This design comes from an exercise in tuning for small area, a short achievable clock period and few clock cycles on the open sky130 flow, not from production work.
RTL that was checked went through simulation tests only; none was proved equivalent to the original.
No functional check of the RTL was part of run 3.
Power figures rest on the tool's default switching activity, not on a simulated workload.

==> flow/design.v <==
module finder(clk,rst_n,wr,din,find,dfind,full,is,location);
	input clk;
	input rst_n;
	input wr;
	input [7:0] din;
	input find;
	input [7:0] dfind;
	output reg full;
	output reg is;
	output reg [5:0] location;
	reg [7:0] mem [0:62];
	reg [5:0] pointer;
	always @(posedge clk or negedge rst_n)
		if (!rst_n) begin
			pointer <= 6'd0;
			full <= 1'b0;
		end else if (wr) begin
			if (pointer != 6'd63) begin
				pointer <= pointer + 6'd1;
				full <= 1'b0;
			end else begin
				pointer <= 6'd0;
				full <= 1'b1;
			end
		end
	genvar i;
	generate
		for (i = 0; i < 63; i = i + 1) begin : g_mem
			always @(posedge clk)
				if (wr && pointer == i)
					mem[i] <= din;
		end
	endgenerate
	wire [63:0] m;
	wire [63:0] h;
	generate
		for (i = 0; i < 63; i = i + 1) begin : g_cmp
			assign m[i] = (mem[i] == dfind);
			assign h[i] = m[i] & (location <= i);
		end
	endgenerate
	assign m[63] = 1'b0;
	assign h[63] = 1'b0;
	function [6:0] first64(input [63:0] v);
		reg [5:0] idx;
		integer k;
		begin
			idx = 6'd0;
			for (k = 63; k >= 0; k = k - 1)
				if (v[k]) idx = k;
			first64 = {|v, idx};
		end
	endfunction
	wire [6:0] fh = first64(h);
	wire [6:0] fm = first64(m);
	wire [5:0] loc = fh[6] ? fh[5:0] : fm[5:0];
	always @(posedge clk or negedge rst_n)
		if (!rst_n) begin
			is <= 1'b0;
			location <= 6'd0;
		end else if (find) begin
			is <= fm[6];
			if (fm[6])
				location <= loc;
		end
endmodule
==> flow/run.sh <==
#!/bin/bash
# synth_recipe.tcl (not shown) runs the flow's synth.tcl, then flattens the netlist and writes it again
# the make line also repeats each setting of config.mk as NAME=value (left out here)
make -C /OpenROAD-flow-scripts/flow DESIGN_CONFIG=/design/flow/config.mk WORK_HOME=/design/flow/orfs CLKGATE_MAP_FILE= SYNTH_SCRIPT=/design/flow/synth_recipe.tcl finish
==> flow/config.mk <==
export PLATFORM = sky130hd
export DESIGN_NAME = finder
export DESIGN_NICKNAME = finder
export VERILOG_FILES = /design/flow/design.v
export SDC_FILE = /design/flow/constraint.sdc
export NUM_CORES = 4
export LEC_CHECK = 0
export CAP_MARGIN = 20
export CORE_MARGIN = 2
export CORE_UTILIZATION = 40
export SLEW_MARGIN = 20
==> flow/constraint.sdc <==
create_clock -name core_clock -period 8.0 [get_ports {clk}]
set_input_delay 1.6000 -clock core_clock [delete_from_list [all_inputs] [get_ports {clk}]]
set_output_delay 1.6000 -clock core_clock [all_outputs]
set_load 0.01 [all_outputs]
==> Flow_metrics.wiki, run 1 <==
{| class="wikitable"
! Metric !! Value
|-
| Worst-Margin Slew || 1.15 ns
|-
| CP Max Fanout || 42
|-
| Total Neg Setup Slack || 0 ns
|-
| Die Footprint || 65300 um^2
|-
| Switching Fraction || 28.4%
|-
| Status || finished clean
|-
| Violation count after the first detailed-routing iteration || 1345
|-
| Clock sink count || 518
|-
| CTS Buf Count || 51
|-
| Synth Instances || 1879
|-
| Grt total ovfl || 0
|-
| Hold Slack || 0.547 ns
|-
| Pin count of the biggest net entering global routing || 64
|-
| Row cnt || 92
|-
| Fraction of power consumed by sequential logic || 48.2%
|-
| Fraction of the yosys area taken by sequential cells || 61.2%
|-
| Pwr/cell area || 238 nW/um^2
|-
| Number of hold violations in the final report || 0
|-
| Most used DFF post-synth || sky130_fd_sc_hd__edfxtp_1
|-
| Worst vdd rail ir drop || 0.154 mV
|-
| Net switching power of the design || 1.87 mW
|-
| Area taken by multi-input logic gates || 8920 um^2
|-
| Syn. warnings || 2
|-
| Arrival time of the worst setup path || 5.64 ns
|-
| Core Box Area || 62900 um^2
|-
| Post-detailed-routing wire length || 70.4 mm
|-
| Initial antenna violation count || 0
|-
| GPL Wtd Cong || 0.981
|-
| Kind of start point of the critical path || input port
|-
| Area growth from synthesis to layout || 9.22%
|-
| Crit share post-route || 64.4%
|-
| Die Height || 255 um
|-
| Total iterations of the first detailed-routing run || 6
|-
| Asr flop ratio synth || 2.70%
|-
| Setup skew after layout || 0.0149 ns
|-
| Combinational cell fraction of total power || 16.0%
|-
| Number of failing setup endpoints in the final timing report || 0
|-
| CTS Buffer Depth || 3
|-
| DR DRC count || 0
|-
| IO buf count || 27
|-
| Final net count || 1925
|-
| Worst-path clk slew || 0.06 ns
|-
| Cell Int Power || 4.71 mW
|-
| Horizontal die dimension || 255 um
|-
| CTS tree || built
|-
| ANT nets after route || 0
|-
| Post-synthesis average cell area || 13.5 um^2
|-
| Class of the most critical setup path || in2reg
|-
| Via count || 15500
|-
| Leading post-synthesis cells by instance count || 504 x sky130_fd_sc_hd__edfxtp_1, 258 x sky130_fd_sc_hd__xnor2_1, 248 x sky130_fd_sc_hd__xor2_1
|-
| Share of the synthesized area in the top cell type || 59.8%
|-
| Req. time, crit path || 8.49 ns
|-
| First-pass GRT wire length || 104 mm
|-
| Hold/Removal Path Class || reg2reg
|-
| CTS root buffer || sky130_fd_sc_hd__clkbuf_16
|-
| Clock network latency to the later pin of the worst-skew pair || 0.61 ns
|-
| Via count of the first global-routing pass || 15300
|-
| Mapped Area || 25300 um^2
|-
| # hold bufs at CTS || 0
|-
| Top cell type by total area after synthesis || sky130_fd_sc_hd__edfxtp_1
|-
| Count of cells resized by post-cts repair || 0
|-
| Maximum Capacitance Violations || 0
|-
| Number of inserted diodes || 0
|-
| Detailed placer's ending HPWL || 43.7 mm
|-
| Setup bufs post-CTS || 0
|-
| Number of enable-type register cells in the synthesized netlist || 504
|-
| Final Max Tran Viols || 0
|-
| Starting density of the core || 40.3%
|-
| RSZ-0062 raised after global routing || no
|-
| Leading cell type by number of instances after synthesis || sky130_fd_sc_hd__edfxtp_1
|-
| Worst setup EP type || register
|-
| Overall global routing resource usage || 21.4%
|-
| Fraction of final layout cells with drive strength greater than 1 || 8.13%
|-
| DP Worst Slack || 2.26 ns
|-
| Via-per-instance ratio || 5.54
|-
| Fin crit period || 5.15 ns
|-
| Highest attainable clock frequency || 0.194 GHz
|-
| Deepest level of the CTS H-tree || 2
|-
| Total of fill cells in the finished design || 5690
|-
| Routed wire per std cell || 25.2 um
|-
| Reg area || 15500 um^2
|-
| Leading cell types by total area after synthesis || sky130_fd_sc_hd__edfxtp_1 60%, sky130_fd_sc_hd__xnor2_1 8.9%, sky130_fd_sc_hd__xor2_1 8.6%
|-
| Worst Slack Setup Final || 2.85 ns
|-
| Distinct cells, synth || 84
|-
| Register bit total from synthesis || 518
|-
| Number of I/O pins || 28
|-
| Total Power || 6.58 mW
|-
| Relative slew slack || 22.7%
|-
| Cell leakage power || 8.84 nW
|-
| Net Count, Synth || 1903
|-
| Relative contribution of the clock network to total power || 35.8%
|}
cells in the final DEF (no fill, tap or decap), types with 38 or more instances in the layout:
cell type	count
sky130_fd_sc_hd__buf_4	38
sky130_fd_sc_hd__clkbuf_16	51
sky130_fd_sc_hd__edfxtp_1	504
sky130_fd_sc_hd__nand2_1	87
sky130_fd_sc_hd__nand4_1	76
sky130_fd_sc_hd__nor2_1	144
sky130_fd_sc_hd__nor4_1	72
sky130_fd_sc_hd__o21ai_0	38
sky130_fd_sc_hd__xnor2_1	258
sky130_fd_sc_hd__xor2_1	248
critical path: stages:
cell and delay [ns]:
sky130_fd_sc_hd__buf_4 0.70, sky130_fd_sc_hd__buf_4 0.37, sky130_fd_sc_hd__xor2_1 0.20, sky130_fd_sc_hd__nor4_1 0.13
sky130_fd_sc_hd__and2_1 0.19, sky130_fd_sc_hd__nor4_1 0.51, sky130_fd_sc_hd__nand4_1 0.35, sky130_fd_sc_hd__o41ai_4 0.83
sky130_fd_sc_hd__a2111oi_0 0.15, sky130_fd_sc_hd__and4_1 0.25, sky130_fd_sc_hd__a221o_1 0.26
final timing paths:
| path | start | to | slack (ns) | cells past startpoint |
|---|---|---|---|---|
| worst max-delay path | dfind[5] | location[0] | 2.85 | 11 |
| worst max register to register | location[1] | location[0] | 4.07 | 9 |
| max in group asynchronous | rst_n | pointer[1] | 5.84 | 1 |
| min in group asynchronous | rst_n | location[3] | 1.55 | 1 |
| worst min-delay path | full | full | 0.55 | 2 |
| worst min register to register | full | full | 0.55 | 2 |
logic make-up after synthesis:
logic type,count (synthesis),share of synthesized area (%)
adder cells (fa/ha/maj),4,0.198
XOR/XNOR,506,17.5
AO/OA/AOI/OAI,217,6.42
AND/OR/NAND/NOR,531,11.1
buffers and inverters,103,3.55
flip-flops,518,61.2
area by class of cell:
| type | instances | share of cell area [%] |
|---|---|---|
| tap | 846 | 3.83 |
| timing repair buffer | 60 | 1.78 |
| sequential | 518 | 56.0 |
| clock buffer | 65 | 4.88 |
| inverter | 12 | 0.163 |
| clock inverter | 30 | 1.04 |
| multi-input combinational | 1258 | 32.3 |
routing by layer:
layer / vias to the layer above / track usage, % / share of wire (%)
met5: - / 0 / 0
met4: 0 / 5.59 / 2.3
met3: 85 / 2.90 / 5.6
met2: 494 / 35.4 / 48
met1: 7863 / 29.7 / 44
li1: 7010 / - / -
power groups by stage:
| stage | clock network, mW | registers [mW] | logic [mW] |
|---|---|---|---|
| 6_report | 2.35 | 3.17 | 1.05 |
| 3_5_place_dp | 0 | 3.23 | 1.03 |
| 5_1_grt | 2.50 | 3.18 | 1.11 |
| 3_3_place_gp | 0 | 3.22 | 1.03 |
| 2_1_floorplan | 0 | 3.19 | 0.660 |
| 4_1_cts | 2.40 | 3.17 | 1.04 |
sequential cells by signal, summed over array words and instances, names as in the netlist:
register / cells
is: 1
pointer: 6
location: 6
full: 1
mem: 504
per-stage QoR:
| step | std cells | cell area, um^2 | utilization (%) |
|---|---|---|---|
| 6_report | 2789 | 27600 | 44.0 |
| 5_1_grt | 2789 | 27600 | 44.0 |
| 4_1_cts | 2788 | 27600 | 43.9 |
| 3_5_place_dp | 2693 | 26000 | 41.3 |
| 3_3_place_gp | 2693 | 26000 | 41.3 |
| 2_1_floorplan | 1879 | 25300 | - |
Testbench counts, summed over its fixed seeds: cycles 2,400.
==> run 2: changes to the inputs <==
--- a/flow/config.mk
+++ b/flow/config.mk
@@ -8,4 +8,5 @@
 export CAP_MARGIN = 20
 export CORE_MARGIN = 2
 export CORE_UTILIZATION = 40
+export SETUP_SLACK_MARGIN = 4.5
 export SLEW_MARGIN = 20
==> run 2 against run 1 <==
Effect of this change: still clean; via count rose by 6.0%; worst setup slack better by 1.3 ns; routed wire length rose by 15%; sequential power about the same; die area unchanged; hold slack better by 0.020 ns; utilization is 4.2 points higher; cell count up 3.3%; total power rose by 6.5%; sequential share of layout area is 4.9 points lower; critical path type unchanged; largest cell class unchanged.
==> Flow_metrics.wiki, run 2 <==
{| class="wikitable"
! Metric !! Value
|-
| Net Count, Synth || 1903 (unchanged)
|-
| Mux contribution to synthesized area || 0% (unchanged)
|-
| Distinct cells, synth || 84 (unchanged)
|-
| CP Max Fanout || 11 (-74%)
|-
| Final core utilization || 48.2% (+4.2 points)
|-
| Core Box Area || 62900 um^2 (unchanged)
|-
| Top library cells by usage in the layout, fill and taps aside || 504 x sky130_fd_sc_hd__edfxtp_1, 255 x sky130_fd_sc_hd__xnor2_1, 234 x sky130_fd_sc_hd__xor2_1, 102 x sky130_fd_sc_hd__nor2_1, 81 x sky130_fd_sc_hd__nand2_1
|-
| Setup skew after layout || 0.0396 ns (+0.0247 ns)
|-
| Row cnt || 92 (unchanged)
|-
| Top cell type by total area after synthesis || sky130_fd_sc_hd__edfxtp_1
|-
| Cell Int Power || 4.97 mW (+5.5%)
|-
| Met3 usage || 3.01% (+0.11 points)
|-
| Fraction of final layout cells with drive strength greater than 1 || 19.1% (+11 points)
|-
| Leading cell type by number of instances after synthesis || sky130_fd_sc_hd__edfxtp_1
|-
| Worst-Margin Slew || 1.05 ns (-0.0999 ns)
|-
| Hold/Removal Path Class || reg2reg
|-
| Total Neg Setup Slack || 0 ns (unchanged)
|-
| Worst vdd rail ir drop || 0.137 mV (-11%)
|-
| Fin crit period || 3.81 ns (-1.34 ns)
|-
| Fraction of the mapped netlist area in adder cells || 0.198% (unchanged)
|-
| Global Route met1 Usage || 33.8% (+4.1 points)
|-
| Clock network latency to the later pin of the worst-skew pair || 0.64 ns (+0.03 ns)
|-
| Via-per-instance ratio || 5.68 (+2.6%)
|-
| Switching Fraction || 29.0% (+0.62 points)
|-
| Final net count || 2015 (+4.7%)
|-
| Share of the synthesized area in the top cell type || 59.8% (unchanged)
|-
| Met2 Track Usage GR || 40.4% (+5.0 points)
|-
| Relative contribution of the clock network to total power || 36.3% (+0.5 points)
|-
| Post-detailed-routing wire length || 80.9 mm (+15%)
|-
| XOR/XNOR Fraction of Synth Area || 17.5% (unchanged)
|-
| Number of enable-type register cells in the synthesized netlist || 504 (unchanged)
|-
| Kind of start point of the critical path || input port
|-
| Req. time, crit path || 8.52 ns (+0.03 ns)
|-
| Fraction of the yosys area taken by sequential cells || 61.2% (unchanged)
|-
| Fraction of power consumed by sequential logic || 45.2% (-3.0 points)
|-
| Largest Register || mem
|-
| ANT nets after route || 0 (unchanged)
|-
| DR DRC count || 0 (unchanged)
|-
| Pwr/cell area || 231 nW/um^2 (-2.8%)
|-
| Arrival time of the worst setup path || 4.33 ns (-1.31 ns)
|-
| First-pass GRT wire length || 115 mm (+11%)
|-
| Number of failing setup endpoints in the final timing report || 0 (unchanged)
|-
| Most common cell after layout, fill and taps aside || sky130_fd_sc_hd__edfxtp_1
|-
| Maximum Capacitance Violations || 0 (unchanged)
|-
| Combinational cell fraction of total power || 18.5% (+2.5 points)
|-
| Asr flop ratio synth || 2.70% (unchanged)
|-
| Die Footprint || 65300 um^2 (unchanged)
|-
| CTS Buf Count || 53 (+3.9%)
|-
| Leading post-synthesis cells by instance count || 504 x sky130_fd_sc_hd__edfxtp_1, 258 x sky130_fd_sc_hd__xnor2_1, 248 x sky130_fd_sc_hd__xor2_1
|-
| Crit share post-route || 47.7% (-17 points)
|-
| Violation count after the first detailed-routing iteration || 1947 (+45%)
|-
| Horizontal die dimension || 255 um (unchanged)
|-
| Worst-path clk slew || 0.07 ns (about the same)
|-
| Detailed placer's ending HPWL || 45.1 mm (+3.3%)
|-
| Worst path buffer plus inverter count || 1 (-1)
|-
| CTS tree || built
|-
| Final Max Tran Viols || 0 (unchanged)
|-
| Worst setup EP type || register
|-
| Via count || 16400 (+6.0%)
|-
| Critical path's slowest cell || sky130_fd_sc_hd__nor4_1
|-
| Routed wire per std cell || 28.1 um (+11%)
|-
| Cell leakage power || 9.98 nW (+13%)
|-
| Area growth from synthesis to layout || 19.7%
|-
| GPL Wtd Cong || 0.950 (-3.2%)
|-
| Starting density of the core || 40.3% (unchanged)
|-
| Grt total ovfl || 0 (unchanged)
|-
| Post-synthesis average cell area || 13.5 um^2 (unchanged)
|-
| Register bit total from synthesis || 518 (unchanged)
|-
| Number of hold violations in the final report || 0 (unchanged)
|-
| Number of I/O pins || 28 (unchanged)
|-
| Worst path top cell family by delay || simple AND/OR/NAND/NOR gates
|-
| Flip-flop count of the largest register after layout || 504 (unchanged)
|-
| Relative slew slack || 30.0% (+7.4 points)
|-
| Layer carrying the most global-route usage || met2
|-
| Syn. warnings || 2 (unchanged)
|-
| Most used DFF post-synth || sky130_fd_sc_hd__edfxtp_1
|-
| CTS Buffer Depth || 3 (unchanged)
|-
| Leading cell types by total area after synthesis || sky130_fd_sc_hd__edfxtp_1 60%, sky130_fd_sc_hd__xnor2_1 8.9%, sky130_fd_sc_hd__xor2_1 8.6%
|-
| Critical path cell sequence || bufbuf_16, xor2_1, nor4_1, nand2_1, nor3_1, a221oi_1, a211oi_1, a2111oi_0, and4_1, a221o_1
|-
| Die Height || 255 um (unchanged)
|-
| Basic-gate share of the synthesized area counting and, or, nand and nor cells || 11.1% (unchanged)
|-
| Status || finished clean
|-
| Overall global routing resource usage || 24.4% (+3.0 points)
|-
| Largest family of logic cells by synthesized area || XOR/XNOR gates
|-
| Highest attainable clock frequency || 0.262 GHz (+35%)
|-
| Leading registers by flop count || mem x504, location x6, pointer x6
|-
| Via count of the first global-routing pass || 16200 (+6.2%)
|-
| Clock sink count || 518 (unchanged)
|-
| Initial antenna violation count || 0 (unchanged)
|-
| Class of the most critical setup path || in2reg
|-
| IO buf count || 27 (unchanged)
|-
| Synth Area in Compound Gates || 6.42% (unchanged)
|-
| Net switching power of the design || 2.03 mW (+8.8%)
|-
| Delay of the slowest cell on the worst path || 0.46 ns (-0.37 ns)
|-
| Pin count of the biggest net entering global routing || 64 (unchanged)
|-
| CTS root buffer || sky130_fd_sc_hd__clkbuf_16
|-
| Deepest level of the CTS H-tree || 2 (unchanged)
|-
| Synth Instances || 1879 (unchanged)
|-
| Mapped Area || 25300 um^2 (unchanged)
|-
| Total iterations of the first detailed-routing run || 6 (unchanged)
|-
| RSZ-0062 raised after global routing || yes
|-
| Number of inserted diodes || 0 (unchanged)
|}
-- run 2: cell counts after synthesis --
No cell type changed its count.
-- run 2: metal layers --
metal  routed length (um)  part of all wire (%)
met4                 2260                   2.8
met1                34900                    43
met5                    0                     0
met2                38800                    48
met3                 4920                   6.1
-- run 2: repair_timing --
item                                    4_1_cts  5_1_grt
endpoints found under the setup margin      252      177
pin swaps                                    35       18
gates resized for setup                     186       65
hold buffers                                  0        0
setup buffers                                53       15
cloned                                       21        2
-- run 2: final cells by class --
type                       count  area [um^2]
timing repair buffer         148         2110
tap                          846         1060
clock buffer                  58         1350
multi-input combinational   1258         9780
sequential                   518        15500
inverter                      12         45.0
fill                        5511        32600
clock inverter                42          449
-- run 2: cells by family after synthesis --
group | count (synthesis)
AND/OR/NAND/NOR | 531
flip-flops | 518
XOR/XNOR | 506
AO/OA/AOI/OAI | 217
buffers and inverters | 103
adder cells (fa/ha/maj) | 4
-- run 2: worst paths after layout --
| check | startpoint | endpoint | slack, ns | cells past startpoint |
|---|---|---|---|---|
| setup / recovery | dfind[1] | location[0] | 4.19 | 10 |
| hold reg to reg | full | full | 0.57 | 2 |
| max in group asynchronous | rst_n | location[3] | 5.76 | 1 |
| hold / removal | full | full | 0.57 | 2 |
| setup reg to reg | location[2] | location[3] | 4.49 | 11 |
| min in group asynchronous | rst_n | location[4] | 1.52 | 1 |
-- run 2: power groups by stage --
stage / clock network, mW / logic [mW] / registers [mW]
global route: 2.67 / 1.35 / 3.18
CTS: 2.57 / 1.22 / 3.17
floorplan: 0 / 0.667 / 3.19
finish: 2.55 / 1.29 / 3.17
global placement: 0 / 1.02 / 3.24
detailed placement: 0 / 1.02 / 3.24
-- run 2: worst reg2reg max path, delay by kind of cell (launching register included) --
family | cells | cell delay [ns]
buf+inv | 2 | 0.49
compound gates | 3 | 0.55
simple gates | 6 | 1.93
flops | 1 | 0.48
-- run 2: per-stage QoR --
step / std cells / setup WS (ns) / instance area (um^2) / hold WS (ns) / total power, mW
after floorplan: 1879 / 3.91 / 25500 / 0.540 / 3.86
after global routing: 2882 / 4.14 / 30300 / 0.603 / 7.20
final: 2882 / 4.19 / 30300 / 0.567 / 7.01
after CTS: 2865 / 4.17 / 29800 / 0.588 / 6.96
after global placement: 2691 / 2.24 / 26000 / 0.561 / 4.26
after detailed placement: 2691 / 2.19 / 26000 / 0.567 / 4.26
==> run 3: changes to the inputs <==
--- a/flow/design.v
+++ b/flow/design.v
@@ -60,7 +60,6 @@
 			location <= 6'd0;
 		end else if (find) begin
 			is <= fm[6];
-			if (fm[6])
-				location <= loc;
+			location <= loc;
 		end
 endmodule
==> run 3 against run 2 <==
Effect of this change: still clean; maximum frequency fell by 0.45%; clock-buffer cell count rose by 13; sequential power barely moved; first-iteration DRC count fell by 20%; sequential share of layout area rose by 2.0 points; synthesized cell count fell by 1.0%; synthesized area fell by 1.7%; hold slack got worse by 0.0034 ns; critical path type unchanged; largest power group unchanged.
==> Flow_metrics.wiki, run 3 <==
{| class="wikitable"
! Metric !! Value
|-
| Violation count after the first detailed-routing iteration || 1548 (-20%)
|-
| Clock sink count || 518 (unchanged)
|-
| Fraction of the yosys area taken by sequential cells || 62.3% (+1.0 points)
|-
| Fraction of power consumed by sequential logic || 48.9% (+3.7 points)
|-
| Worst Slack Setup Final || 4.17 ns (-0.0173 ns)
|-
| Net Count, Synth || 1884 (-1.0%)
|-
| Top library cells by usage in the layout, fill and taps aside || 504 x sky130_fd_sc_hd__edfxtp_1, 258 x sky130_fd_sc_hd__xnor2_1, 238 x sky130_fd_sc_hd__xor2_1, 112 x sky130_fd_sc_hd__nor2_1, 98 x sky130_fd_sc_hd__nand2_1
|-
| Area taken by multi-input logic gates || 9180 um^2 (-6.1%)
|-
| Most used DFF post-synth || sky130_fd_sc_hd__edfxtp_1
|-
| Die Height || 253 um (-0.83%)
|-
| Pin count of the biggest net entering global routing || 64 (unchanged)
|-
| Total iterations of the first detailed-routing run || 5 (-1)
|-
| Horizontal die dimension || 253 um (-0.83%)
|-
| Cell Int Power || 4.75 mW (-4.4%)
|-
| Most common cell after layout, fill and taps aside || sky130_fd_sc_hd__edfxtp_1
|-
| Share of the synthesized area in the top cell type || 60.8% (+1.0 points)
|-
| Total Power || 6.52 mW (-6.9%)
|-
| Flip-flop count of the largest register after layout || 504 (unchanged)
|-
| Row cnt || 91 (-1.1%)
|-
| Number of I/O pins || 28 (unchanged)
|-
| Total instance count after detailed placement || 2671 (-0.74%)
|-
| Relative slew slack || 34.1% (+4.0 points)
|-
| Die Footprint || 64200 um^2 (-1.6%)
|-
| Number of inserted diodes || 0 (unchanged)
|-
| Final net count || 1981 (-1.7%)
|-
| Syn. warnings || 2 (unchanged)
|-
| Routed wire per std cell || 27.1 um (-3.4%)
|-
| Relative contribution of the clock network to total power || 36.5% (+0.2 points)
|-
| RSZ-0062 raised after global routing || yes
|-
| CP Max Fanout || 8 (-3)
|-
| Leading registers by flop count || mem x504, location x6, pointer x6
|-
| Design area || 29200 um^2 (-3.7%)
|-
| Maximum Capacitance Violations || 0 (unchanged)
|-
| Total of fill cells in the finished design || 5408 (-1.9%)
|-
| Detailed placer's ending HPWL || 43.1 mm (-4.4%)
|-
| CTS Buffer Depth || 3 (unchanged)
|-
| Switching Fraction || 27.1% (-1.9 points)
|-
| Synth Instances || 1860 (-1.0%)
|-
| Final core utilization || 47.3% (-0.83 points)
|-
| Hold Slack || 0.564 ns (-0.00336 ns)
|-
| Post-synthesis average cell area || 13.4 um^2 (-0.67%)
|-
| Req. time, crit path || 8.52 ns (about the same)
|-
| Distinct cells, synth || 84 (unchanged)
|-
| Setup skew after layout || 0.0234 ns (-0.0163 ns)
|-
| Net switching power of the design || 1.77 mW (-13%)
|-
| Via count of the first global-routing pass || 15800 (-2.8%)
|-
| Clock network latency to the later pin of the worst-skew pair || 0.62 ns (-0.02 ns)
|-
| Number of failing setup endpoints in the final timing report || 0 (unchanged)
|-
| Crit share post-route || 47.9% (+0.22 points)
|-
| Largest Register || mem
|-
| Grt total ovfl || 0 (unchanged)
|-
| Asr flop ratio synth || 2.70% (unchanged)
|-
| Number of hold violations in the final report || 0 (unchanged)
|-
| Fin crit period || 3.83 ns (+0.0173 ns)
|-
| Deepest level of the CTS H-tree || 2 (unchanged)
|-
| Highest attainable clock frequency || 0.261 GHz (-0.45%)
|-
| Leading cell type by number of instances after synthesis || sky130_fd_sc_hd__edfxtp_1
|-
| CTS root buffer || sky130_fd_sc_hd__clkbuf_16
|-
| Status || finished clean
|-
| Hold/Removal Path Class || reg2reg
|-
| Worst-path clk slew || 0.06 ns (about the same)
|-
| Number of cells traversed by the worst register-to-register path || 9 (-2)
|-
| Fraction of final layout cells with drive strength greater than 1 || 15.9% (-3.1 points)
|-
| Overall global routing resource usage || 24.0% (-0.40 points)
|-
| CTS tree || built
|-
| Combinational cell fraction of total power || 14.6% (-3.9 points)
|-
| First-pass GRT wire length || 110 mm (-4.7%)
|-
| Area growth from synthesis to layout || 17.2%
|-
| Worst-Margin Slew || 0.989 ns (-0.0605 ns)
|-
| Post-detailed-routing wire length || 76.8 mm (-5.0%)
|-
| # hold bufs at CTS || 0 (unchanged)
|-
| Instance area at placement || 25700 um^2 (-1.0%)
|-
| GPL Wtd Cong || 0.959 (+0.92%)
|-
| Leading cell types by total area after synthesis || sky130_fd_sc_hd__edfxtp_1 61%, sky130_fd_sc_hd__xnor2_1 9.1%, sky130_fd_sc_hd__xor2_1 8.7%
|-
| Reg area || 15500 um^2 (about the same)
|-
| Arrival time of the worst setup path || 4.35 ns (+0.02 ns)
|-
| ANT nets after route || 0 (unchanged)
|-
| Kind of start point of the critical path || input port
|-
| DR DRC count || 0 (unchanged)
|-
| Total Neg Setup Slack || 0 ns (unchanged)
|-
| Mapped Area || 24900 um^2 (-1.7%)
|-
| CTS Buf Count || 53 (unchanged)
|-
| Top cell type by total area after synthesis || sky130_fd_sc_hd__edfxtp_1
|-
| Hold depth || 2 (unchanged)
|-
| Leading post-synthesis cells by instance count || 504 x sky130_fd_sc_hd__edfxtp_1, 258 x sky130_fd_sc_hd__xnor2_1, 247 x sky130_fd_sc_hd__xor2_1
|-
| Register bit total from synthesis || 518 (unchanged)
|-
| Initial antenna violation count || 0 (unchanged)
|-
| Number of enable-type register cells in the synthesized netlist || 504 (unchanged)
|-
| Worst setup EP type || register
|-
| Core Box Area || 61600 um^2 (-2.0%)
|-
| DP Worst Slack || 2.60 ns (+0.411 ns)
|-
| IO buf count || 27 (unchanged)
|-
| Worst vdd rail ir drop || 0.152 mV (+11%)
|-
| Class of the most critical setup path || in2reg
|-
| Starting density of the core || 40.4% (+0.13 points)
|-
| Pwr/cell area || 224 nW/um^2 (-3.4%)
|-
| Count of non-filler cells in the finished layout || 2835 (-1.6%)
|-
| Cell leakage power || 9.45 nW (-5.4%)
|-
| Via count || 16100 (-2.0%)
|-
| Final Max Tran Viols || 0 (unchanged)
|-
| Via-per-instance ratio || 5.66 (-0.34%)
|}
-- run 3: worst paths after layout --
check | start | to | slack, ns
setup / recovery | dfind[4] | location[4] | 4.17
hold / removal | full | full | 0.56
setup reg to reg | location[1] | location[4] | 4.47
hold reg to reg | full | full | 0.56
max in group asynchronous | rst_n | location[3] | 6.58
min in group asynchronous | rst_n | pointer[2] | 0.98
-- run 3: cells by family after synthesis --
kind of cell,count (synthesis),share of synthesized area (%)
adders and majority gates,4,0.201
DFF,518,62.3
and+or+nand+nor,508,10.4
xor gates and xnor gates,506,17.8
AOI/OAI and AO/OA,227,6.16
buffers and inverters,97,3.13
-- run 3: worst max-delay path: stages --
cell	delay (ns)
sky130_fd_sc_hd__buf_16	0.15
sky130_fd_sc_hd__buf_16	0.15
sky130_fd_sc_hd__xor2_1	0.16
sky130_fd_sc_hd__nor4_1	0.06
sky130_fd_sc_hd__nand2_1	0.22
sky130_fd_sc_hd__o21ai_4	0.10
sky130_fd_sc_hd__a211o_1	0.32
sky130_fd_sc_hd__or4_4	0.57
sky130_fd_sc_hd__nor4_4	0.30
sky130_fd_sc_hd__nand4_4	0.19
sky130_fd_sc_hd__or3_1	0.35
sky130_fd_sc_hd__a31oi_1	0.16
-- run 3: routing by layer --
metal	vias to the layer above	GRT usage [%]	part of all wire [%]
li1	7028	-	-
met1	8195	31.9	41
met2	712	40.3	49
met3	123	3.51	7.3
met4	0	7.86	3.1
met5	-	0	0
-- run 3: layout make-up --
| cell class | instances | share of cell area (%) |
|---|---|---|
| multi-input combinational | 1245 | 31.5 |
| timing repair buffer | 124 | 5.94 |
| inverter | 15 | 0.206 |
| clock inverter | 25 | 0.747 |
| tap | 837 | 3.59 |
| clock buffer | 71 | 4.89 |
| sequential | 518 | 53.2 |
-- run 3: power groups by stage --
stage	clock network (mW)	registers [mW]	logic, mW
6_report	2.38	3.19	0.952
3_5_place_dp	0	3.24	0.800
5_1_grt	2.50	3.20	1.00
4_1_cts	2.40	3.19	0.908
3_3_place_gp	0	3.24	0.794
2_1_floorplan	0	3.19	0.533
-- run 3: timing repair --
action / CTS / global route
buffers inserted: 44 / 9
cloned: 14 / 1
endpoints found under the setup margin: 382 / 195
pin swaps: 16 / 18
resized for setup: 126 / 73
==> run 4: changes to the inputs <==
--- a/flow/design.v
+++ b/flow/design.v
@@ -60,6 +60,7 @@
 			location <= 6'd0;
 		end else if (find) begin
 			is <= fm[6];
-			location <= loc;
+			if (fm[6])
+				location <= loc;
 		end
 endmodule
--- a/flow/config.mk
+++ b/flow/config.mk
@@ -5,8 +5,9 @@
 export SDC_FILE = /design/flow/constraint.sdc
 export NUM_CORES = 4
 export LEC_CHECK = 0
+export ABC_CLOCK_PERIOD_IN_PS = 3000
 export CAP_MARGIN = 20
 export CORE_MARGIN = 2
-export CORE_UTILIZATION = 40
+export CORE_UTILIZATION = 60
 export SETUP_SLACK_MARGIN = 4.5
 export SLEW_MARGIN = 20
==> run 4 against run 3 <==
Effect of this change: still clean on timing, DRC and antenna; design area up 2.7%; cell count down 9.4%; first-iteration DRC count increased by 33%; non-clock buffer count up 25; utilization is 24 points higher; global-route usage is 13 points higher; critical endpoint is now location[0].
==> Flow_metrics.wiki, run 4 <==
{| class="wikitable"
! Metric !! Value
|-
| Worst-Margin Slew || 1.03 ns (+0.0442 ns)
|-
| Crit share post-route || 48.5% (+0.58 points)
|-
| Clock sink count || 518 (unchanged)
|-
| Cell leakage power || 9.91 nW (+4.9%)
|-
| CTS Buf Count || 51 (-3.8%)
|-
| Core Box Area || 41800 um^2 (-32%)
|-
| Distinct cells, synth || 84 (unchanged)
|-
| Top cell type by total area after synthesis || sky130_fd_sc_hd__edfxtp_1
|-
| Leading post-synthesis cells by instance count || 504 x sky130_fd_sc_hd__edfxtp_1, 258 x sky130_fd_sc_hd__xnor2_1, 248 x sky130_fd_sc_hd__xor2_1
|-
| Detailed placer's ending HPWL || 42.8 mm (-0.76%)
|-
| Fin crit period || 3.88 ns (+0.0464 ns)
|-
| Leading cell types by total area after synthesis || sky130_fd_sc_hd__edfxtp_1 60%, sky130_fd_sc_hd__xnor2_1 8.9%, sky130_fd_sc_hd__xor2_1 8.6%
|-
| Deepest level of the CTS H-tree || 2 (unchanged)
|-
| Mapped Area || 25300 um^2 (+1.7%)
|-
| Kind of start point of the critical path || input port
|-
| Area growth from synthesis to layout || 18.3%
|-
| Post-detailed-routing wire length || 79.8 mm (+3.8%)
|-
| Via-per-instance ratio || 6.54 (+16%)
|-
| IO buf count || 27 (unchanged)
|-
| Initial antenna violation count || 1 (+1)
|-
| RSZ-0062 raised after global routing || yes
|-
| Die Footprint || 43800 um^2 (-32%)
|-
| Starting density of the core || 60.6% (+20 points)
|-
| Fraction of the yosys area taken by sequential cells || 61.2% (-1.0 points)
|-
| CP Max Fanout || 9 (+1)
|-
| Arrival time of the worst setup path || 4.36 ns (about the same)
|-
| Top library cells by usage in the layout, fill and taps aside || 504 x sky130_fd_sc_hd__edfxtp_1, 256 x sky130_fd_sc_hd__xnor2_1, 219 x sky130_fd_sc_hd__xor2_1, 103 x sky130_fd_sc_hd__nor2_1, 81 x sky130_fd_sc_hd__nand2_1
|-
| Final net count || 2014 (+1.7%)
|-
| Worst-path clk slew || 0.07 ns (about the same)
|-
| Via count || 16800 (+4.7%)
|-
| Final core utilization || 71.7% (+24 points)
|-
| Share of the synthesized area in the top cell type || 59.8% (-1.0 points)
|-
| Routed wire per std cell || 31.0 um (+15%)
|-
| Largest Register || mem
|-
| Overall global routing resource usage || 36.8% (+13 points)
|-
| Leading cell type by number of instances after synthesis || sky130_fd_sc_hd__edfxtp_1
|-
| CTS Buffer Depth || 3 (unchanged)
|-
| Clock network latency to the later pin of the worst-skew pair || 0.62 ns (about the same)
|-
| Pin count of the biggest net entering global routing || 64 (unchanged)
|-
| CTS root buffer || sky130_fd_sc_hd__clkbuf_16
|-
| GPL Wtd Cong || 0.976 (+1.8%)
|-
| Die Height || 209 um (-17%)
|-
| Most used DFF post-synth || sky130_fd_sc_hd__edfxtp_1
|-
| Flip-flop count of the largest register after layout || 504 (unchanged)
|-
| Req. time, crit path || 8.48 ns (-0.04 ns)
|-
| Net Count, Synth || 1903 (+1.0%)
|-
| Relative slew slack || 30.9% (-3.2 points)
|-
| Number of inserted diodes || 0 (unchanged)
|-
| Via count of the first global-routing pass || 16200 (+2.7%)
|-
| Class of the most critical setup path || in2reg
|-
| Number of I/O pins || 28 (unchanged)
|-
| Total iterations of the first detailed-routing run || 6 (+1)
|-
| Worst path buffer plus inverter count || 3 (+1)
|-
| Setup skew after layout || 0.0284 ns (+0.00501 ns)
|-
| Synth Instances || 1879 (+1.0%)
|-
| Pwr/cell area || 226 nW/um^2 (+1.0%)
|-
| Total Neg Setup Slack || 0 ns (unchanged)
|-
| Syn. warnings || 2 (unchanged)
|-
| Violation count after the first detailed-routing iteration || 2061 (+33%)
|-
| Worst setup EP type || register
|-
| Number of hold violations in the final report || 0 (unchanged)
|-
| Leading registers by flop count || mem x504, location x6, pointer x6
|-
| ANT nets after route || 0 (unchanged)
|-
| Hold/Removal Path Class || reg2reg
|-
| Number of enable-type register cells in the synthesized netlist || 504 (unchanged)
|-
| First-pass GRT wire length || 114 mm (+3.9%)
|-
| Grt total ovfl || 0 (unchanged)
|-
| Delay of the slowest cell on the worst path || 0.48 ns (-0.09 ns)
|-
| Worst path top cell family by delay || compound AO/OA/AOI/OAI gates
|-
| Maximum Capacitance Violations || 0 (unchanged)
|-
| Number of failing setup endpoints in the final timing report || 0 (unchanged)
|-
| Final Max Tran Viols || 0 (unchanged)
|-
| Horizontal die dimension || 209 um (-17%)
|-
| DR DRC count || 0 (unchanged)
|-
| Row cnt || 75 (-18%)
|-
| Worst vdd rail ir drop || 0.277 mV (+82%)
|-
| CTS tree || built
|-
| Post-synthesis average cell area || 13.5 um^2 (+0.68%)
|-
| Fraction of final layout cells with drive strength greater than 1 || 20.0% (+4.1 points)
|-
| Critical path cell sequence || buf_16, buf_12, buf_16, xor2_1, nor4_2, nand2_1, a211o_1, a31oi_1, a2111o_1, a211oi_2, a211o_1, a221o_1
|-
| Register bit total from synthesis || 518 (unchanged)
|-
| Highest attainable clock frequency || 0.258 GHz (-1.2%)
|-
| Status || finished clean
|-
| # hold bufs at CTS || 0 (unchanged)
|-
| Most common cell after layout, fill and taps aside || sky130_fd_sc_hd__edfxtp_1
|-
| Critical path's slowest cell || sky130_fd_sc_hd__nor4_2
|-
| Asr flop ratio synth || 2.70% (unchanged)
|}
[run 4: cell types whose count changed after synthesis, moves of 6 or more]
cell                      delta
sky130_fd_sc_hd__buf_4       -6
sky130_fd_sc_hd__nor3_1      +7
sky130_fd_sc_hd__nand2_1    -16
sky130_fd_sc_hd__or2_2       +8
sky130_fd_sc_hd__and2_1     +17
sky130_fd_sc_hd__nor2_1      -7
sky130_fd_sc_hd__buf_12      +7
sky130_fd_sc_hd__nor4_1     +11
sky130_fd_sc_hd__o21ai_1     -8
sky130_fd_sc_hd__a21oi_1    -19
[run 4: area by class of cell]
type / count / area [um^2]
clock buffers: 64 / 1350
fillers: 2782 / 11800
inverters: 12 / 45.0
well taps: 539 / 674
clock inverters: 29 / 231
multi-input cells: 1258 / 10000
flip-flops and latches: 518 / 15500
repair buffers: 149 / 2110
[run 4: worst paths after layout]
check                      slack, ns          end        start  cells past startpoint
setup / recovery                4.12  location[0]     dfind[7]                     12
hold / removal                  0.59           is           is                      2
setup reg to reg                4.42  location[0]  location[2]                     10
hold reg to reg                 0.59           is           is                      2
max in group asynchronous       5.75  location[5]        rst_n                      1
min in group asynchronous       1.56         full        rst_n                      1
[run 4: cell families after synthesis]
| kind of cell | synth area share [%] |
|---|---|
| AOI/OAI and AO/OA | 6.42 |
| xor gates and xnor gates | 17.5 |
| adders and majority gates | 0.198 |
| buffers and inverters | 3.55 |
| DFF | 61.2 |
| and+or+nand+nor | 11.1 |
[run 4: repair_timing]
| item | in CTS | in global routing |
|---|---|---|
| gates cloned | 21 | 1 |
| endpoints found under the setup margin | 259 | 175 |
| setup buffers | 53 | 20 |
| pin swaps | 34 | 10 |
| resized for setup | 201 | 91 |
[run 4: per-layer routing]
layer / up-vias / GRT usage (%) / share of wire (%)
li1: 7179 / - / -
met1: 8477 / 51.4 / 39
met2: 964 / 58.1 / 47
met3: 189 / 6.58 / 10
met4: 2 / 14.3 / 3.9
met5: - / 0 / 0.023
[run 4: report_power, final]
group,switching [mW],internal (mW)
Combinational,0.877,0.417
Sequential,0.0855,3.09
Clock,1.01,1.29
[run 4: stage by stage]
| step | power (mW) | cells | setup WS (ns) | cell area, um^2 | hold slack, ns |
|---|---|---|---|---|---|
| 6_report | 6.76 | 2569 | 4.12 | 29900 | 0.589 |
| 5_1_grt | 6.93 | 2569 | 4.06 | 29900 | 0.617 |
| 4_1_cts | 6.67 | 2548 | 4.19 | 29300 | 0.581 |
| 3_5_place_dp | 4.25 | 2381 | 2.18 | 25600 | 0.571 |
| 3_3_place_gp | 4.25 | 2381 | 2.21 | 25600 | 0.561 |
| 2_1_floorplan | 3.86 | 1879 | 3.91 | 25500 | 0.540 |
[run 4: tightest hold or removal path, cell delays in order (launching register included)]
cell and delay (ns):
sky130_fd_sc_hd__dfrtp_1 0.42, sky130_fd_sc_hd__inv_1 0.08, sky130_fd_sc_hd__o21ai_1 0.05
Testbench counts of run 4, summed over its fixed seeds: cycles 2,400.
==> run 5: changes to the inputs <==
--- a/flow/design.v
+++ b/flow/design.v
@@ -7,7 +7,7 @@
 	input [7:0] dfind;
 	output reg full;
 	output reg is;
-	output reg [5:0] location;
+	output [5:0] location;
 	reg [7:0] mem [0:62];
 	reg [5:0] pointer;
 	always @(posedge clk or negedge rst_n)
@@ -53,14 +53,19 @@
 	endfunction
 	wire [6:0] fh = first64(h);
 	wire [6:0] fm = first64(m);
-	wire [5:0] loc = fh[6] ? fh[5:0] : fm[5:0];
+	reg [5:0] fh_r, fm_r;
+	reg anyh_r;
 	always @(posedge clk or negedge rst_n)
 		if (!rst_n) begin
 			is <= 1'b0;
-			location <= 6'd0;
+			anyh_r <= 1'b0;
+			fh_r <= 6'd0;
+			fm_r <= 6'd0;
 		end else if (find) begin
 			is <= fm[6];
-			if (fm[6])
-				location <= loc;
+			anyh_r <= fh[6];
+			fh_r <= fh[5:0];
+			fm_r <= fm[5:0];
 		end
+	assign location = anyh_r ? fh_r : fm_r;
 endmodule
==> flow/config.mk (replaced) <==
export PLATFORM = sky130hd
export DESIGN_NAME = finder
export DESIGN_NICKNAME = finder
export VERILOG_FILES = /design/flow/design.v
export SDC_FILE = /design/flow/constraint.sdc
export NUM_CORES = 4
export LEC_CHECK = 0
export CAP_MARGIN = 20
export CORE_MARGIN = 2
export CORE_UTILIZATION = 40
export SETUP_SLACK_MARGIN = 4.5
export SLEW_MARGIN = 20
==> run 5 against run 4 <==
Effect of this change: worst setup slack better by 0.35 ns; sequential cell count is 7 higher; clock-buffer cell count is 8 higher; critical path type unchanged; design area is 2.4% higher; via count is 1.1% lower; synthesized area is 0.34% lower.
==> Flow_metrics.wiki, run 5 <==
{| class="wikitable"
! Metric !! Value
|-
| Post-synthesis average cell area || 13.3 um^2 (-1.1%)
|-
| Combinational cell fraction of total power || 13.3% (-5.8 points)
|-
| Reg area || 15700 um^2 (+1.1%)
|-
| Deepest level of the CTS H-tree || 2 (unchanged)
|-
| DR DRC count || 0 (unchanged)
|-
| Total iterations of the first detailed-routing run || 6 (unchanged)
|-
| Grt total ovfl || 0 (unchanged)
|-
| Cell Int Power || 4.90 mW (+2.2%)
|-
| Net Count, Synth || 1918 (+0.79%)
|-
| Cell leakage power || 10.3 nW (+4.2%)
|-
| Hold/Removal Path Class || reg2reg
|-
| Final Max Tran Viols || 0 (unchanged)
|-
| Worst vdd rail ir drop || 0.207 mV (-25%)
|-
| Switching Fraction || 26.3% (-2.8 points)
|-
| Flip-flop count of the largest register after layout || 504 (unchanged)
|-
| Syn. warnings || 2 (unchanged)
|-
| Distinct cells, synth || 87 (+3.6%)
|-
| Status || finished clean
|-
| Row cnt || 92 (+23%)
|-
| Total of fill cells in the finished design || 5406 (+94%)
|-
| Critical path cell sequence || buf_16, buf_16, buf_8, xnor2_1, nand4_1, a211oi_2, nand3b_1, and3b_1, o311a_1, nor4b_4, o31ai_1, a21oi_1
|-
| Starting density of the core || 40.2% (-20 points)
|-
| Number of I/O pins || 28 (unchanged)
|-
| First-pass GRT wire length || 112 mm (-2.2%)
|-
| Relative slew slack || 31.4% (+0.56 points)
|-
| Critical path's slowest cell || sky130_fd_sc_hd__a211oi_2
|-
| Register bit total from synthesis || 525 (+1.4%)
|-
| Worst-Margin Slew || 1.02 ns (-0.0119 ns)
|-
| Worst setup EP type || register
|-
| Core Box Area || 62700 um^2 (+50%)
|-
| Leading post-synthesis cells by instance count || 504 x sky130_fd_sc_hd__edfxtp_1, 304 x sky130_fd_sc_hd__xor2_1, 202 x sky130_fd_sc_hd__xnor2_1
|-
| Worst-path clk slew || 0.06 ns (about the same)
|-
| Net switching power of the design || 1.75 mW (-11%)
|-
| Routed wire per std cell || 27.3 um (-12%)
|-
| Top library cells by usage in the layout, fill and taps aside || 504 x sky130_fd_sc_hd__edfxtp_1, 294 x sky130_fd_sc_hd__xor2_1, 200 x sky130_fd_sc_hd__xnor2_1, 123 x sky130_fd_sc_hd__nor2_1, 102 x sky130_fd_sc_hd__buf_4
|-
| Pwr/cell area || 217 nW/um^2 (-4.0%)
|-
| Horizontal die dimension || 255 um (+22%)
|-
| Kind of start point of the critical path || input port
|-
| IO buf count || 27 (unchanged)
|-
| Most common cell after layout, fill and taps aside || sky130_fd_sc_hd__edfxtp_1
|-
| Asr flop ratio synth || 4.00% (+1.3 points)
|-
| Final net count || 2064 (+2.5%)
|-
| Mapped Area || 25200 um^2 (-0.34%)
|-
| Fraction of final layout cells with drive strength greater than 1 || 20.6% (+0.56 points)
|-
| ANT nets after route || 0 (unchanged)
|-
| Most used DFF post-synth || sky130_fd_sc_hd__edfxtp_1
|-
| Share of the synthesized area in the top cell type || 60.0% (+0.20 points)
|-
| Hold Slack || 0.512 ns (-0.0767 ns)
|-
| Clock network latency to the later pin of the worst-skew pair || 0.64 ns (+0.02 ns)
|-
| Synth Instances || 1894 (+0.80%)
|-
| GPL Wtd Cong || 0.942 (-3.5%)
|-
| CTS root buffer || sky130_fd_sc_hd__clkbuf_16
|-
| CTS tree || built
|-
| Number of failing setup endpoints in the final timing report || 0 (unchanged)
|-
| Die Footprint || 65100 um^2 (+48%)
|-
| Via count || 16600 (-1.1%)
|-
| Violation count after the first detailed-routing iteration || 1869 (-9.3%)
|-
| Fin crit period || 3.53 ns (-0.350 ns)
|-
| Leading cell types by total area after synthesis || sky130_fd_sc_hd__edfxtp_1 60%, sky130_fd_sc_hd__xor2_1 11%, sky130_fd_sc_hd__xnor2_1 7.0%
|-
| Number of enable-type register cells in the synthesized netlist || 504 (unchanged)
|-
| Initial antenna violation count || 2 (+1)
|-
| Area taken by multi-input logic gates || 9770 um^2 (-2.7%)
|-
| CP Max Fanout || 11 (+2)
|-
| Number of hold violations in the final report || 0 (unchanged)
|-
| Detailed placer's ending HPWL || 45.6 mm (+6.5%)
|-
| # hold bufs at CTS || 0 (unchanged)
|-
| Post-detailed-routing wire length || 80.1 mm (+0.49%)
|-
| Total Neg Setup Slack || 0 ns (unchanged)
|-
| Highest attainable clock frequency || 0.283 GHz (+9.9%)
|-
| Setup skew after layout || 0.0494 ns (+0.0210 ns)
|-
| Pin count of the biggest net entering global routing || 64 (unchanged)
|-
| Maximum Capacitance Violations || 0 (unchanged)
|-
| Fraction of power consumed by sequential logic || 47.8% (+0.9 points)
|-
| Clock sink count || 525 (+1.4%)
|-
| Area growth from synthesis to layout || 21.6%
|-
| Via-per-instance ratio || 5.67 (-13%)
|-
| Fraction of the yosys area taken by sequential cells || 62.1% (+0.90 points)
|-
| CTS Buf Count || 56 (+9.8%)
|-
| Relative contribution of the clock network to total power || 38.8% (+4.8 points)
|-
| Req. time, crit path || 8.53 ns (+0.05 ns)
|-
| Arrival time of the worst setup path || 4.05 ns (-0.31 ns)
|-
| Delay of the slowest cell on the worst path || 0.34 ns (-0.14 ns)
|-
| CTS Buffer Depth || 3 (unchanged)
|-
| Top cell type by total area after synthesis || sky130_fd_sc_hd__edfxtp_1
|-
| Most used cell along the critical path || sky130_fd_sc_hd__buf_16
|-
| RSZ-0062 raised after global routing || yes
|-
| Largest Register || mem
|-
| Crit share post-route || 44.1% (-4.4 points)
|-
| Class of the most critical setup path || in2reg
|-
| Die Height || 255 um (+22%)
|-
| Overall global routing resource usage || 24.0% (-13 points)
|-
| Leading cell type by number of instances after synthesis || sky130_fd_sc_hd__edfxtp_1
|-
| Via count of the first global-routing pass || 15700 (-3.2%)
|}
-- run 5: cell types whose count changed after synthesis, sizes merged, moves of 16 or more --
| cell | delta |
|---|---|
| a21oi | +34 |
| and2 | -20 |
| nand4 | -18 |
| o21ai | +16 |
| xnor2 | -56 |
| xor2 | +56 |
-- run 5: logic make-up after synthesis --
group	count (synthesis)	share of synthesized area, %
AOI/OAI and AO/OA	260	7.04
xor gates and xnor gates	506	17.6
adders and majority gates	4	0.198
buffers and inverters	102	2.92
DFF	525	62.1
muxes	4	0.198
and+or+nand+nor	493	9.95
-- run 5: per-layer routing --
metal	share of wire, %	vias up	GRT usage [%]	routed length (um)
met4	3.0	4	7.90	2370
met1	43	8484	33.8	34200
met2	47	719	38.5	37800
li1	-	7276	-	-
met3	7.2	147	3.42	5740
met5	0.040	-	0	32
-- run 5: worst max-delay path, delay by kind of cell --
| kind | cells | cell delay, ns |
|---|---|---|
| AO/OA/AOI/OAI | 4 | 0.93 |
| XOR/XNOR | 1 | 0.17 |
| buffers and inverters | 3 | 0.47 |
| AND/OR/NAND/NOR | 4 | 0.84 |
-- run 5: final cells by class --
class / instances / area share (%)
clock buffer: 72 / 4.94
timing repair buffer: 174 / 7.31
multi-input combinational: 1267 / 31.9
inverter: 16 / 0.278
tap: 846 / 3.45
sequential: 525 / 51.1
antenna: 2 / 0.0163
clock inverter: 32 / 1.02
-- run 5: power groups by stage --
stage          Combinational [mW]  Clock [mW]  Sequential [mW]
6_report                    0.887        2.58             3.18
5_1_grt                     0.936        2.72             3.19
4_1_cts                     0.812        2.61             3.18
3_5_place_dp                0.705           0             3.23
3_3_place_gp                0.699           0             3.23
2_1_floorplan               0.487           0             3.20
-- run 5: through the flow --
step	area [um^2]	std cells	power [mW]	util [%]	worst slack [ns]
after CTS	29300	2851	6.60	46.7	4.34
after global routing	30600	2932	6.84	48.8	4.36
final	30700	2934	6.65	48.9	4.47
after global placement	26200	2715	3.93	41.8	2.72
after floorplan	25500	1894	3.68	-	4.37
after detailed placement	26200	2715	3.94	41.8	2.81
-- run 5: timing repair --
item	CTS	global route
setup buffers	17	76
gates resized for setup	150	119
setup endpoints to repair	28	64
pin swaps	9	43
cloned	15	4
-- run 5: path summary, 6_finish.rpt --
check                      startpoint    endpoint  slack, ns  cells past startpoint
hold reg to reg                  full        full       0.51                      1
setup reg to reg               anyh_r     fh_r[0]       4.68                     12
setup / recovery             dfind[7]     fh_r[1]       4.47                     12
min in group asynchronous       rst_n  pointer[4]       1.33                      2
max in group asynchronous       rst_n      anyh_r       6.30                      2
hold / removal                   full        full       0.51                      1
Testbench counts of run 5, summed over its fixed seeds: cycles 2,400.
==> run 6: changes to the inputs <==
--- a/flow/config.mk
+++ b/flow/config.mk
@@ -8,5 +8,5 @@
 export CAP_MARGIN = 20
 export CORE_MARGIN = 2
 export CORE_UTILIZATION = 40
-export SETUP_SLACK_MARGIN = 4.5
+export SETUP_SLACK_MARGIN = 5.0
 export SLEW_MARGIN = 20
==> run 6 against run 5 <==
Effect of this change: synthesized area is the same; first-iteration DRC count increased by 10%; sequential power about the same; cell count up 3.5%; total power grew 0.27%; design area is 5.7% higher; clock skew shrank 0.014 ns; critical path depth did not move; highest routed layer is now met4.
==> Flow_metrics.wiki, run 6 <==
{| class="wikitable"
! Metric !! Value
|-
| Status || finished clean
|-
| Number of hold violations in the final report || 0 (unchanged)
|-
| Cell leakage power || 11.1 nW (+7.4%)
|-
| Top library cells by usage in the layout, fill and taps aside || 504 x sky130_fd_sc_hd__edfxtp_1, 286 x sky130_fd_sc_hd__xor2_1, 192 x sky130_fd_sc_hd__xnor2_1, 182 x sky130_fd_sc_hd__buf_4, 70 x sky130_fd_sc_hd__nand2_1
|-
| Largest Register || mem
|-
| Most used DFF post-synth || sky130_fd_sc_hd__edfxtp_1
|-
| Number of I/O pins || 28 (unchanged)
|-
| Most used cell along the critical path || sky130_fd_sc_hd__buf_16
|-
| Post-synthesis average cell area || 13.3 um^2 (unchanged)
|-
| Synth Instances || 1894 (unchanged)
|-
| Leading cell type by number of instances after synthesis || sky130_fd_sc_hd__edfxtp_1
|-
| Starting density of the core || 40.2% (unchanged)
|-
| Number of failing setup endpoints in the final timing report || 0 (unchanged)
|-
| Class of the most critical setup path || in2reg
|-
| CTS Buf Count || 55 (-1.8%)
|-
| Area growth from synthesis to layout || 28.5%
|-
| DP Worst Slack || 2.94 ns (+0.125 ns)
|-
| GPL Wtd Cong || 0.979 (+3.9%)
|-
| Pin count of the biggest net entering global routing || 64 (unchanged)
|-
| Core Box Area || 62700 um^2 (unchanged)
|-
| Highest attainable clock frequency || 0.273 GHz (-3.6%)
|-
| Mapped Area || 25200 um^2 (unchanged)
|-
| DR DRC count || 0 (unchanged)
|-
| # hold bufs at CTS || 0 (unchanged)
|-
| Die Footprint || 65100 um^2 (unchanged)
|-
| CTS Buffer Depth || 3 (unchanged)
|-
| RSZ-0062 raised after global routing || yes
|-
| Violation count after the first detailed-routing iteration || 2060 (+10%)
|-
| Grt total ovfl || 0 (unchanged)
|-
| Final net count || 2173 (+5.3%)
|-
| Total iterations of the first detailed-routing run || 6 (unchanged)
|-
| Number of enable-type register cells in the synthesized netlist || 504 (unchanged)
|-
| Share of the synthesized area in the top cell type || 60.0% (unchanged)
|-
| Relative slew slack || 30.0% (-1.5 points)
|-
| Fraction of final layout cells with drive strength greater than 1 || 30.0% (+9.4 points)
|-
| Switching Fraction || 27.1% (+0.79 points)
|-
| Most common cell after layout, fill and taps aside || sky130_fd_sc_hd__edfxtp_1
|-
| Flip-flop count of the largest register after layout || 504 (unchanged)
|-
| Critical path cell sequence || buf_16, buf_12, buf_16, xnor2_1, nand4_1, nor2_1, o21a_1, a2111o_1, nor3_1, a211oi_2, o211ai_2, a22o_1
|-
| Die Height || 255 um (unchanged)
|-
| CTS root buffer || sky130_fd_sc_hd__clkbuf_16
|-
| Fraction of the yosys area taken by sequential cells || 62.1% (unchanged)
|-
| Kind of start point of the critical path || input port
|-
| Worst setup slack for register-to-register paths || 4.63 ns (-0.05 ns)
|-
| Routed wire per std cell || 27.9 um (+2.2%)
|-
| IO buf count || 27 (unchanged)
|-
| Worst setup EP type || register
|-
| Stages on the worst setup path || 12 (unchanged)
|-
| Syn. warnings || 2 (unchanged)
|-
| Worst path top cell family by delay || compound AO/OA/AOI/OAI gates
|-
| Total Neg Setup Slack || 0 ns (unchanged)
|-
| Distinct cells, synth || 87 (unchanged)
|-
| Combinational cell fraction of total power || 15.7% (+2.4 points)
|-
| Via count || 17300 (+3.8%)
|-
| Worst-path clk slew || 0.06 ns (about the same)
|-
| Register bit total from synthesis || 525 (unchanged)
|-
| Arrival time of the worst setup path || 4.16 ns (+0.11 ns)
|-
| Delay of the slowest cell on the worst path || 0.37 ns (+0.03 ns)
|-
| Fin crit period || 3.66 ns (+0.133 ns)
|-
| Clock network latency to the later pin of the worst-skew pair || 0.63 ns (about the same)
|-
| Design area || 32400 um^2 (+5.7%)
|-
| Setup skew after layout || 0.0355 ns (-0.0139 ns)
|-
| Total of fill cells in the finished design || 5222 (-3.4%)
|-
| Deepest level of the CTS H-tree || 2 (unchanged)
|-
| Via count of the first global-routing pass || 16600 (+5.9%)
|-
| Total Power || 6.67 mW (+0.27%)
|-
| Net Count, Synth || 1918 (unchanged)
|-
| Overall global routing resource usage || 25.9% (+1.8 points)
|-
| Row cnt || 92 (unchanged)
|-
| Asr flop ratio synth || 4.00% (unchanged)
|-
| Cell Int Power || 4.86 mW (-0.80%)
|-
| Instance area at placement || 26400 um^2 (+0.72%)
|-
| ANT nets after route || 0 (unchanged)
|-
| Horizontal die dimension || 255 um (unchanged)
|-
| Leading cell types by total area after synthesis || sky130_fd_sc_hd__edfxtp_1 60%, sky130_fd_sc_hd__xor2_1 11%, sky130_fd_sc_hd__xnor2_1 7.0%
|-
| Post-detailed-routing wire length || 84.8 mm (+5.8%)
|-
| Fraction of power consumed by sequential logic || 47.7% (about the same)
|-
| Top cell type by total area after synthesis || sky130_fd_sc_hd__edfxtp_1
|-
| Maximum Capacitance Violations || 0 (unchanged)
|-
| Critical path's slowest cell || sky130_fd_sc_hd__a211oi_2
|-
| Final Max Tran Viols || 0 (unchanged)
|-
| Worst vdd rail ir drop || 0.177 mV (-14%)
|-
| Clock sink count || 525 (unchanged)
|-
| Relative contribution of the clock network to total power || 36.6% (-2.2 points)
|-
| Detailed placer's ending HPWL || 45.8 mm (+0.57%)
|-
| Number of cells traversed by the worst register-to-register path || 12 (unchanged)
|-
| Worst-Margin Slew || 1.05 ns (+0.0289 ns)
|-
| Leading post-synthesis cells by instance count || 504 x sky130_fd_sc_hd__edfxtp_1, 304 x sky130_fd_sc_hd__xor2_1, 202 x sky130_fd_sc_hd__xnor2_1
|-
| Req. time, crit path || 8.50 ns (-0.03 ns)
|-
| Worst Slack Setup Final || 4.34 ns (-0.133 ns)
|-
| CTS tree || built
|-
| Worst path buffer plus inverter count || 3 (unchanged)
|-
| Net switching power of the design || 1.81 mW (+3.3%)
|-
| Initial antenna violation count || 2 (unchanged)
|-
| CP Max Fanout || 7 (-4)
|-
| Hold/Removal Path Class || reg2reg
|-
| Pwr/cell area || 206 nW/um^2 (-5.2%)
|-
| Crit share post-route || 45.8% (+1.7 points)
|-
| First-pass GRT wire length || 119 mm (+6.9%)
|-
| Via-per-instance ratio || 5.69 (+0.30%)
|-
| Hold depth || 1 (unchanged)
|}
-- run 6: power by group through the flow --
stage	logic (mW)	registers (mW)	clock network, mW
2_1_floorplan	0.523	3.20	0
3_3_place_gp	0.746	3.23	0
3_5_place_dp	0.748	3.23	0
4_1_cts	0.958	3.18	2.47
5_1_grt	1.09	3.19	2.57
6_report	1.05	3.18	2.44
-- run 6: worst reg2reg max path: cells and delay by family (launching register included) --
| kind | cells | cell delay (ns) |
|---|---|---|
| AND/OR/NAND/NOR | 3 | 0.69 |
| flip-flops | 1 | 0.45 |
| buffers and inverters | 3 | 0.57 |
| AO/OA/AOI/OAI | 6 | 1.61 |
-- run 6: through the flow --
stage                     instances  util, %  hold WS [ns]
after global routing           3037     51.7         0.612
final                          3037     51.7         0.607
after detailed placement       2709     42.1         0.584
after floorplan                1894        -         0.512
after CTS                      2949     49.5         0.600
after global placement         2709     42.1         0.577
-- run 6: layout make-up --
| type | count | area, um^2 | area share, % |
|---|---|---|---|
| tap | 846 | 1060 | 3.27 |
| clock inverter | 34 | 270 | 0.834 |
| antenna | 1 | 2.50 | 0.00772 |
| multi-input combinational | 1267 | 10600 | 32.6 |
| clock buffer | 64 | 1410 | 4.35 |
| inverter | 16 | 92.6 | 0.286 |
| timing repair buffer | 283 | 3340 | 10.3 |
| sequential | 525 | 15700 | 48.3 |
| timing repair inverter | 1 | 11.3 | 0.0347 |
-- run 6: what timing repair did --
item | 4_1_cts | 5_1_grt
resized for setup | 310 | 113
setup buffers | 121 | 84
cloned | 21 | 3
pin swaps | 86 | 64
endpoints found under the setup margin | 358 | 28
-- run 6: path summary, 6_finish.rpt --
check / endpoint / from
min in group asynchronous: pointer[5] / rst_n
setup reg to reg: fh_r[4] / anyh_r
max in group asynchronous: fm_r[1] / rst_n
setup / recovery: fh_r[0] / dfind[5]
hold reg to reg: pointer[5] / pointer[5]
hold / removal: pointer[5] / pointer[5]
-- run 6: cells by family (layout without fill, tap and decap cells) --
family                     after synthesis  after routing  synth area share, %
DFF                                    525            525                 62.1
xor gates and xnor gates               506            506                 17.6
and+or+nand+nor                        493            493                 9.95
AOI/OAI and AO/OA                      260            260                 7.04
buffers and inverters                  102            398                 2.92
adders and majority gates                4              4                0.198
muxes                                    4              4                0.198
other                                    0              1                    0
-- run 6: layer usage --
layer / part of all wire (%) / track usage (%) / vias to the layer above
met5: 0 / 0 / -
met4: 3.7 / 9.54 / 0
met3: 7.7 / 3.84 / 167
met2: 47 / 41.3 / 823
met1: 42 / 35.9 / 8785
li1: - / - / 7491
==> run 7: changes to the inputs <==
--- a/flow/config.mk
+++ b/flow/config.mk
@@ -8,5 +8,8 @@
 export CAP_MARGIN = 20
 export CORE_MARGIN = 2
 export CORE_UTILIZATION = 40
-export SETUP_SLACK_MARGIN = 5.0
+export CTS_BUF_LIST = sky130_fd_sc_hd__clkbuf_16
+export CTS_CLUSTER_DIAMETER = 100
+export CTS_CLUSTER_SIZE = 30
+export SETUP_SLACK_MARGIN = 4.5
 export SLEW_MARGIN = 20
==> run 7 against run 6 <==
Effect of this change: largest power group unchanged; synthesized area is the same; routed wire length shrank 8.3%; critical path depth shrank 1; still clean on timing, DRC and antenna; sequential power is essentially flat.
==> Flow_metrics.wiki, run 7 <==
{| class="wikitable"
! Metric !! Value
|-
| Top cell type by total area after synthesis || sky130_fd_sc_hd__edfxtp_1
|-
| Number of failing setup endpoints in the final timing report || 0 (unchanged)
|-
| CTS Buffer Depth || 3 (unchanged)
|-
| Die Height || 255 um (unchanged)
|-
| Highest attainable clock frequency || 0.283 GHz (+3.7%)
|-
| Flip-flop count of the largest register after layout || 504 (unchanged)
|-
| Switching Fraction || 28.0% (+0.90 points)
|-
| Core Box Area || 62700 um^2 (unchanged)
|-
| CP Max Fanout || 18 (+11)
|-
| Horizontal die dimension || 255 um (unchanged)
|-
| Detailed placer's ending HPWL || 45.6 mm (-0.56%)
|-
| Fraction of the yosys area taken by sequential cells || 62.1% (unchanged)
|-
| Starting density of the core || 40.2% (unchanged)
|-
| Violation count after the first detailed-routing iteration || 1762 (-14%)
|-
| Via count || 16000 (-7.4%)
|-
| Post-detailed-routing wire length || 77.8 mm (-8.3%)
|-
| Overall global routing resource usage || 23.7% (-2.2 points)
|-
| Most used DFF post-synth || sky130_fd_sc_hd__edfxtp_1
|-
| GPL Wtd Cong || 0.942 (-3.7%)
|-
| Via-per-instance ratio || 5.67 (-0.32%)
|-
| Clock sink count || 525 (unchanged)
|-
| Total Power || 5.59 mW (-16%)
|-
| Largest Register || mem
|-
| Pwr/cell area || 193 nW/um^2 (-6.2%)
|-
| Net switching power of the design || 1.57 mW (-13%)
|-
| RSZ-0062 raised after global routing || yes
|-
| Clock network latency to the later pin of the worst-skew pair || 0.62 ns (about the same)
|-
| Syn. warnings || 2 (unchanged)
|-
| Routed wire per std cell || 27.6 um (-1.2%)
|-
| Basic-gate share of the synthesized area counting and, or, nand and nor cells || 9.95% (unchanged)
|-
| Distinct cells, synth || 87 (unchanged)
|-
| Status || finished clean
|-
| Number of I/O pins || 28 (unchanged)
|-
| Relative slew slack || 30.5% (+0.57 points)
|-
| Leading post-synthesis cells by instance count || 504 x sky130_fd_sc_hd__edfxtp_1, 304 x sky130_fd_sc_hd__xor2_1, 202 x sky130_fd_sc_hd__xnor2_1
|-
| # hold bufs at CTS || 0 (unchanged)
|-
| Share of the synthesized area in the top cell type || 60.0% (unchanged)
|-
| IO buf count || 27 (unchanged)
|-
| Hold depth || 1 (unchanged)
|-
| Largest family of logic cells by synthesized area || XOR/XNOR gates
|-
| Fraction of final layout cells with drive strength greater than 1 || 15.6% (-14 points)
|-
| Cell leakage power || 9.52 nW (-14%)
|-
| CTS Buf Count || 25 (-55%)
|-
| Worst-path clk slew || 0.10 ns (+0.04 ns)
|-
| CTS root buffer || sky130_fd_sc_hd__clkbuf_16
|-
| Initial antenna violation count || 1 (-1)
|-
| Beginning of the worst register-to-register path || anyh_r
|-
| Fin crit period || 3.53 ns (-0.130 ns)
|-
| Mux contribution to synthesized area || 0.198% (unchanged)
|}
-- run 7: power groups by stage --
stage          registers [mW]  clock network (mW)  logic, mW
3_3_place_gp             3.23                   0      0.699
2_1_floorplan            3.20                   0      0.487
3_5_place_dp             3.23                   0      0.705
6_report                 3.17                1.56      0.857
4_1_cts                  3.17                1.57      0.822
5_1_grt                  3.19                1.66      0.904
-- run 7: worst max-delay path by stage --
stage                  start  slack, ns          end
finish              dfind[2]       4.47      fh_r[1]
global route        dfind[2]       4.41      fh_r[1]
CTS                   anyh_r       4.36  location[5]
detailed placement  dfind[4]       2.81      fm_r[0]
global placement    dfind[2]       2.72      fm_r[0]
floorplan           dfind[4]       4.37      fh_r[0]
-- run 7: area by class of cell --
class | instances | area, um^2
fillers | 5534 | 33800
multi-input cells | 1267 | 9560
clock buffers | 25 | 626
clock inverters | 21 | 204
well taps | 846 | 1060
repair buffers | 119 | 1750
inverters | 16 | 85.1
flip-flops and latches | 525 | 15700
diodes | 1 | 2.50
-- run 7: worst max-delay path, cell delays in order --
cell                       delay, ns
sky130_fd_sc_hd__buf_16         0.17
sky130_fd_sc_hd__buf_12         0.19
sky130_fd_sc_hd__xor2_1         0.17
sky130_fd_sc_hd__nor4_4         0.41
sky130_fd_sc_hd__nand2_2        0.13
sky130_fd_sc_hd__a2bb2o_4       0.25
sky130_fd_sc_hd__and3b_1        0.18
sky130_fd_sc_hd__o311a_1        0.30
sky130_fd_sc_hd__nor4b_2        0.33
sky130_fd_sc_hd__o31ai_1        0.13
sky130_fd_sc_hd__a21oi_1        0.14
-- run 7: what timing repair did --
action | 4_1_cts | 5_1_grt
resized for setup | 155 | 81
cloned | 17 | 1
hold endpoints to repair | 0 | 0
buffers inserted | 26 | 14
endpoints found under the setup margin | 32 | 65
pin swaps | 9 | 24
-- run 7: routing by layer --
metal	global-route usage (%)	part of all wire, %	up-vias
li1	-	-	7086
met1	33.1	43	8123
met2	37.9	47	660
met3	4.29	7.5	110
met4	7.02	3.2	2
met5	0	0.017	-
-- run 7: metrics by stage --
stage | instance area, um^2 | cells | setup slack (ns) | hold WS (ns) | util [%]
after CTS | 28500 | 2804 | 4.36 | 0.530 | 45.4
after global placement | 26200 | 2715 | 2.72 | 0.502 | 41.8
after global routing | 28900 | 2819 | 4.41 | 0.546 | 46.1
final | 28900 | 2820 | 4.47 | 0.524 | 46.1
after detailed placement | 26200 | 2715 | 2.81 | 0.500 | 41.8
after floorplan | 25500 | 1894 | 4.37 | 0.512 | -
-- run 7: cell families after synthesis --
| family | after synthesis |
|---|---|
| DFF | 525 |
| xor gates and xnor gates | 506 |
| and+or+nand+nor | 493 |
| AOI/OAI and AO/OA | 260 |
| buffers and inverters | 102 |
| muxes | 4 |
| adders and majority gates | 4 |

Check on run 7: ideal ports give 4.469 ns setup slack; a clkbuf_16 on the clock port and buf_2 on the inputs give 4.332 ns; moving port delays by the midpoint clock arrival (0.649 ns) as well gives 3.683 ns.
